From an optimization exercise on the open Yosys and OpenROAD flow, aimed at small area, a short achievable clock period and few clock cycles; shortcuts taken in it are not production practice. RTL that was checked went through simulation tests only; none was proved equivalent to the original. Power and IR drop assume default switching activity.

==> module LenCheck, before the edit <==
module LenCheck (
    input  [63 : 0] len,
    output          le1,
    output          zero
);
wire [31:0] n1 = ~(len[63:32] | len[31:0]);
wire [15:0] n2 = n1[31:16] & n1[15:0];
wire [7:0]  n3 = n2[15:8] & n2[7:0];
wire [3:0]  n4 = n3[7:4] & n3[3:0];
wire [1:0]  n5 = n4[3:2] & n4[1:0];
wire [31:0] m1 = {n1[31:1], ~len[32]};
wire [15:0] m2 = m1[31:16] & m1[15:0];
wire [7:0]  m3 = m2[15:8] & m2[7:0];
wire [3:0]  m4 = m3[7:4] & m3[3:0];
wire [1:0]  m5 = m4[3:2] & m4[1:0];
assign zero = n5[1] & n5[0];
assign le1  = m5[1] & m5[0];
endmodule
==> module lightHashDES, before the edit <==
module lightHashDES(
        input clk,
        input M_valid,
        input rst_n,
        input [7 : 0] M,
        input [63 : 0] input_lenght,
        output reg hash_ready,
        output [31 : 0] digest
    );
reg busy;
reg pend;
reg [7:0] low;
reg [55:0] up;
reg [5:0]  phase;
reg        req;    
reg        bor;    
reg o, no, A, nA, nAB, oA, noA, oB, noB, oAB, noAB;
wire a, b, p;
HashIteration main(
    .M(M),
    .a(a),
    .b(b),
    .p(p)
);
Round expand(
    .o(o), .no(no), .A(A), .nA(nA), .nAB(nAB), .oA(oA), .noA(noA),
    .oB(oB), .noB(noB), .oAB(oAB), .noAB(noAB),
    .h_out(digest)
);
wire [7:0] low_zero;       
genvar i;
generate
    for (i = 0; i < 8; i = i + 1) begin : bit_
        if (i == 0) begin : first
            assign low_zero[i] = 1'b1;
        end else begin : rest
            assign low_zero[i] = ~|low[i-1 : 0];
        end
    end
endgenerate
wire phase0  = phase == 6'd0;
wire bor_eff = phase0 ? req : bor;
wire start    = !busy && M_valid;
wire len_le1, len_zero;
LenCheck len_check(
    .len(input_lenght),
    .le1(len_le1),
    .zero(len_zero)
);
wire at_two   = ~|up && ~|low[7:2] && low[1] && (low[0] == pend);
wire last     = busy && M_valid && at_two;
always @(posedge clk or negedge rst_n) begin
    if (!rst_n) begin
        hash_ready <= 1'b0;
        busy <= 1'b0;
    end else if (start) begin
        hash_ready <= len_le1;
        busy <= !len_le1;
    end else if (last) begin
        hash_ready <= 1'b1;
        busy <= 1'b0;
    end
end
always @(posedge clk) begin
    pend <= busy && M_valid;
    low <= busy ? low ^ ({8{pend}} & low_zero) : input_lenght[7:0];
    up <= busy ? {up[0] ^ bor_eff, up[55:1]} : input_lenght[63:8];
    phase <= (busy && phase != 6'd55) ? phase + 6'd1 : 6'd0;
    req <= busy && ((pend && low == 8'd0) || (req && !phase0));
    bor <= busy && bor_eff && !up[0];
end
wire [10:0] c  = 11'b10101011010;
wire [10:0] k  = start ? c : {noAB, oAB, noB, oB, noA, oA, nAB, nA, A, no, o};
wire [10:0] kt = k ^ {11{M_valid}};
wire        zs = start && len_zero;
wire [10:0] nx;
assign nx[0]  = kt[0];
assign nx[1]  = kt[1];
assign nx[2]  = a ? kt[2]  : k[2];
assign nx[3]  = a ? kt[3]  : k[3];
assign nx[4]  = p ? kt[4]  : k[4];
assign nx[5]  = a ? k[5]   : kt[5];
assign nx[6]  = a ? k[6]   : kt[6];
assign nx[7]  = b ? k[7]   : kt[7];
assign nx[8]  = b ? k[8]   : kt[8];
assign nx[9]  = p ? k[9]   : kt[9];
assign nx[10] = p ? k[10]  : kt[10];
always @(posedge clk) begin
    {noAB, oAB, noB, oB, noA, oA, nAB, nA, A, no, o} <= zs ? c : nx;
end
endmodule
export LEC_CHECK = 0
export CAP_MARGIN = 20
export CORE_MARGIN = 2
export CORE_UTILIZATION = 40
export PLACE_DENSITY = 0.6
export SETUP_SLACK_MARGIN = 2.65
export SLEW_MARGIN = 20
create_clock -name core_clock -period 4.5 [get_ports {clk}]
standard.sh (not shown) runs the stock make flow with config.mk's settings and CLKGATE_MAP_FILE= SYNTH_SCRIPT=/design/flow/synth_recipe.tcl, a recipe that flattens the netlist after the stock synthesis.
==> flow/flow/run.sh <==
#!/bin/bash
set -euo pipefail
bash standard.sh "ADDER_MAP_FILE=" "BUFFER_PORTS_ARGS=-buffer_cell sky130_fd_sc_hd__buf_1" \
  "CTS_ARGS=-sink_clustering_enable -repair_clock_nets -dont_use_dummy_load" finish > flow.log 2>&1
Testbench counts at the start, summed over its fixed seeds: cycles 29,177.
Edit:
--- a/flow/design.v
+++ b/flow/design.v
@@ -26,30 +26,12 @@
 assign h_out[11: 8] = {noB,  noA,  oB,   oA  };
 assign h_out[15:12] = {oB,   A,    noB,  A   };
 assign h_out[19:16] = {no,   o,    o,    no  };
 assign h_out[23:20] = {no,   1'b1, o,    1'b1};
 assign h_out[27:24] = {A,    noB,  A,    oB  };
 assign h_out[31:28] = {nA,   oB,   nA,   noB };
-endmodule
-module LenCheck (
-    input  [63 : 0] len,
-    output          le1,
-    output          zero
-);
-wire [31:0] n1 = ~(len[63:32] | len[31:0]);
-wire [15:0] n2 = n1[31:16] & n1[15:0];
-wire [7:0]  n3 = n2[15:8] & n2[7:0];
-wire [3:0]  n4 = n3[7:4] & n3[3:0];
-wire [1:0]  n5 = n4[3:2] & n4[1:0];
-wire [31:0] m1 = {n1[31:1], ~len[32]};
-wire [15:0] m2 = m1[31:16] & m1[15:0];
-wire [7:0]  m3 = m2[15:8] & m2[7:0];
-wire [3:0]  m4 = m3[7:4] & m3[3:0];
-wire [1:0]  m5 = m4[3:2] & m4[1:0];
-assign zero = n5[1] & n5[0];
-assign le1  = m5[1] & m5[0];
 endmodule
 module HashIteration (
     input  [7 : 0] M,
     output         a,
     output         b,
     output         p
@@ -101,20 +83,17 @@
         end
     end
 endgenerate
 wire phase0  = phase == 6'd0;
 wire bor_eff = phase0 ? req : bor;
 wire start    = !busy && M_valid;
-wire len_le1, len_zero;
-LenCheck len_check(
-    .len(input_lenght),
-    .le1(len_le1),
-    .zero(len_zero)
-);
+wire len_le1  = ~|input_lenght[63:1];
+wire len_zero = len_le1 && !input_lenght[0];
 wire at_two   = ~|up && ~|low[7:2] && low[1] && (low[0] == pend);
 wire last     = busy && M_valid && at_two;
+wire take     = M_valid && (busy || !len_zero);
 always @(posedge clk or negedge rst_n) begin
     if (!rst_n) begin
         hash_ready <= 1'b0;
         busy <= 1'b0;
     end else if (start) begin
         hash_ready <= len_le1;
@@ -129,26 +108,22 @@
     low <= busy ? low ^ ({8{pend}} & low_zero) : input_lenght[7:0];
     up <= busy ? {up[0] ^ bor_eff, up[55:1]} : input_lenght[63:8];
     phase <= (busy && phase != 6'd55) ? phase + 6'd1 : 6'd0;
     req <= busy && ((pend && low == 8'd0) || (req && !phase0));
     bor <= busy && bor_eff && !up[0];
 end
-wire [10:0] c  = 11'b10101011010;
-wire [10:0] k  = start ? c : {noAB, oAB, noB, oB, noA, oA, nAB, nA, A, no, o};
-wire [10:0] kt = k ^ {11{M_valid}};
-wire        zs = start && len_zero;
-wire [10:0] nx;
-assign nx[0]  = kt[0];
-assign nx[1]  = kt[1];
-assign nx[2]  = a ? kt[2]  : k[2];
-assign nx[3]  = a ? kt[3]  : k[3];
-assign nx[4]  = p ? kt[4]  : k[4];
-assign nx[5]  = a ? k[5]   : kt[5];
-assign nx[6]  = a ? k[6]   : kt[6];
-assign nx[7]  = b ? k[7]   : kt[7];
-assign nx[8]  = b ? k[8]   : kt[8];
-assign nx[9]  = p ? k[9]   : kt[9];
-assign nx[10] = p ? k[10]  : kt[10];
+wire [10:0] k = start ? 11'b10101011010 : {noAB, oAB, noB, oB, noA, oA, nAB, nA, A, no, o};
+wire [10:0] kt = k ^ {11{take}};
 always @(posedge clk) begin
-    {noAB, oAB, noB, oB, noA, oA, nAB, nA, A, no, o} <= zs ? c : nx;
+    o    <= kt[0];
+    no   <= kt[1];
+    A    <= a ? kt[2]  : k[2];
+    nA   <= a ? kt[3]  : k[3];
+    nAB  <= p ? kt[4]  : k[4];
+    oA   <= a ? k[5]   : kt[5];
+    noA  <= a ? k[6]   : kt[6];
+    oB   <= b ? k[7]   : kt[7];
+    noB  <= b ? k[8]   : kt[8];
+    oAB  <= p ? k[9]   : kt[9];
+    noAB <= p ? k[10]  : kt[10];
 end
 endmodule
Result: Wire length decreases by 1.1%. Register-to-register slack is better by 0.07 ns. Utilization increases by 2.4 points. Total power increases by 2.0%. Cell area increases by 1.1%. Fmax barely changes. Global-route usage is about the same. Count of clock-buffer cells in the layout does not change. Cell count decreases by 3.8%. Clock power decreases by about 3%. Sequential power barely changes. Combinational power increases by 5.1%. Synthesized cell count decreases by 6.0%.
The RTL of the second run of this note was laid out without a check of its function.

## re-timing with driven ports
The results above use ideal ports. As a check the final layouts listed here were re-extracted and re-timed, cells and wires unchanged. Step 1: set_driving_cell puts a clkbuf_16 on clk and a buf_2 on each other input, an assumption about the parent block. Step 2 moves the port delays by t, midway between the first and last clock arrival at a register: inputs arrive t later, outputs are due t later. That takes back most of the time a late clock gives input paths. Slacks: ideal ports / drivers / drivers and shift; pairs: ideal ports / drivers.
run | t (ns) | slack for setup (ns) | latest minus earliest clock arrival (ns)
the first run | 0.377 | 2.389 / 2.380 / 2.003 | 0.027 / 0.028
the second run | 0.371 | 2.392 / 2.392 / 2.021 | 0.018 / 0.019
After both steps setup and hold are still met in every run listed. The setup slack of the first run, which loses most, moves by -0.009 ns with the drivers and by -0.386 ns with both steps.
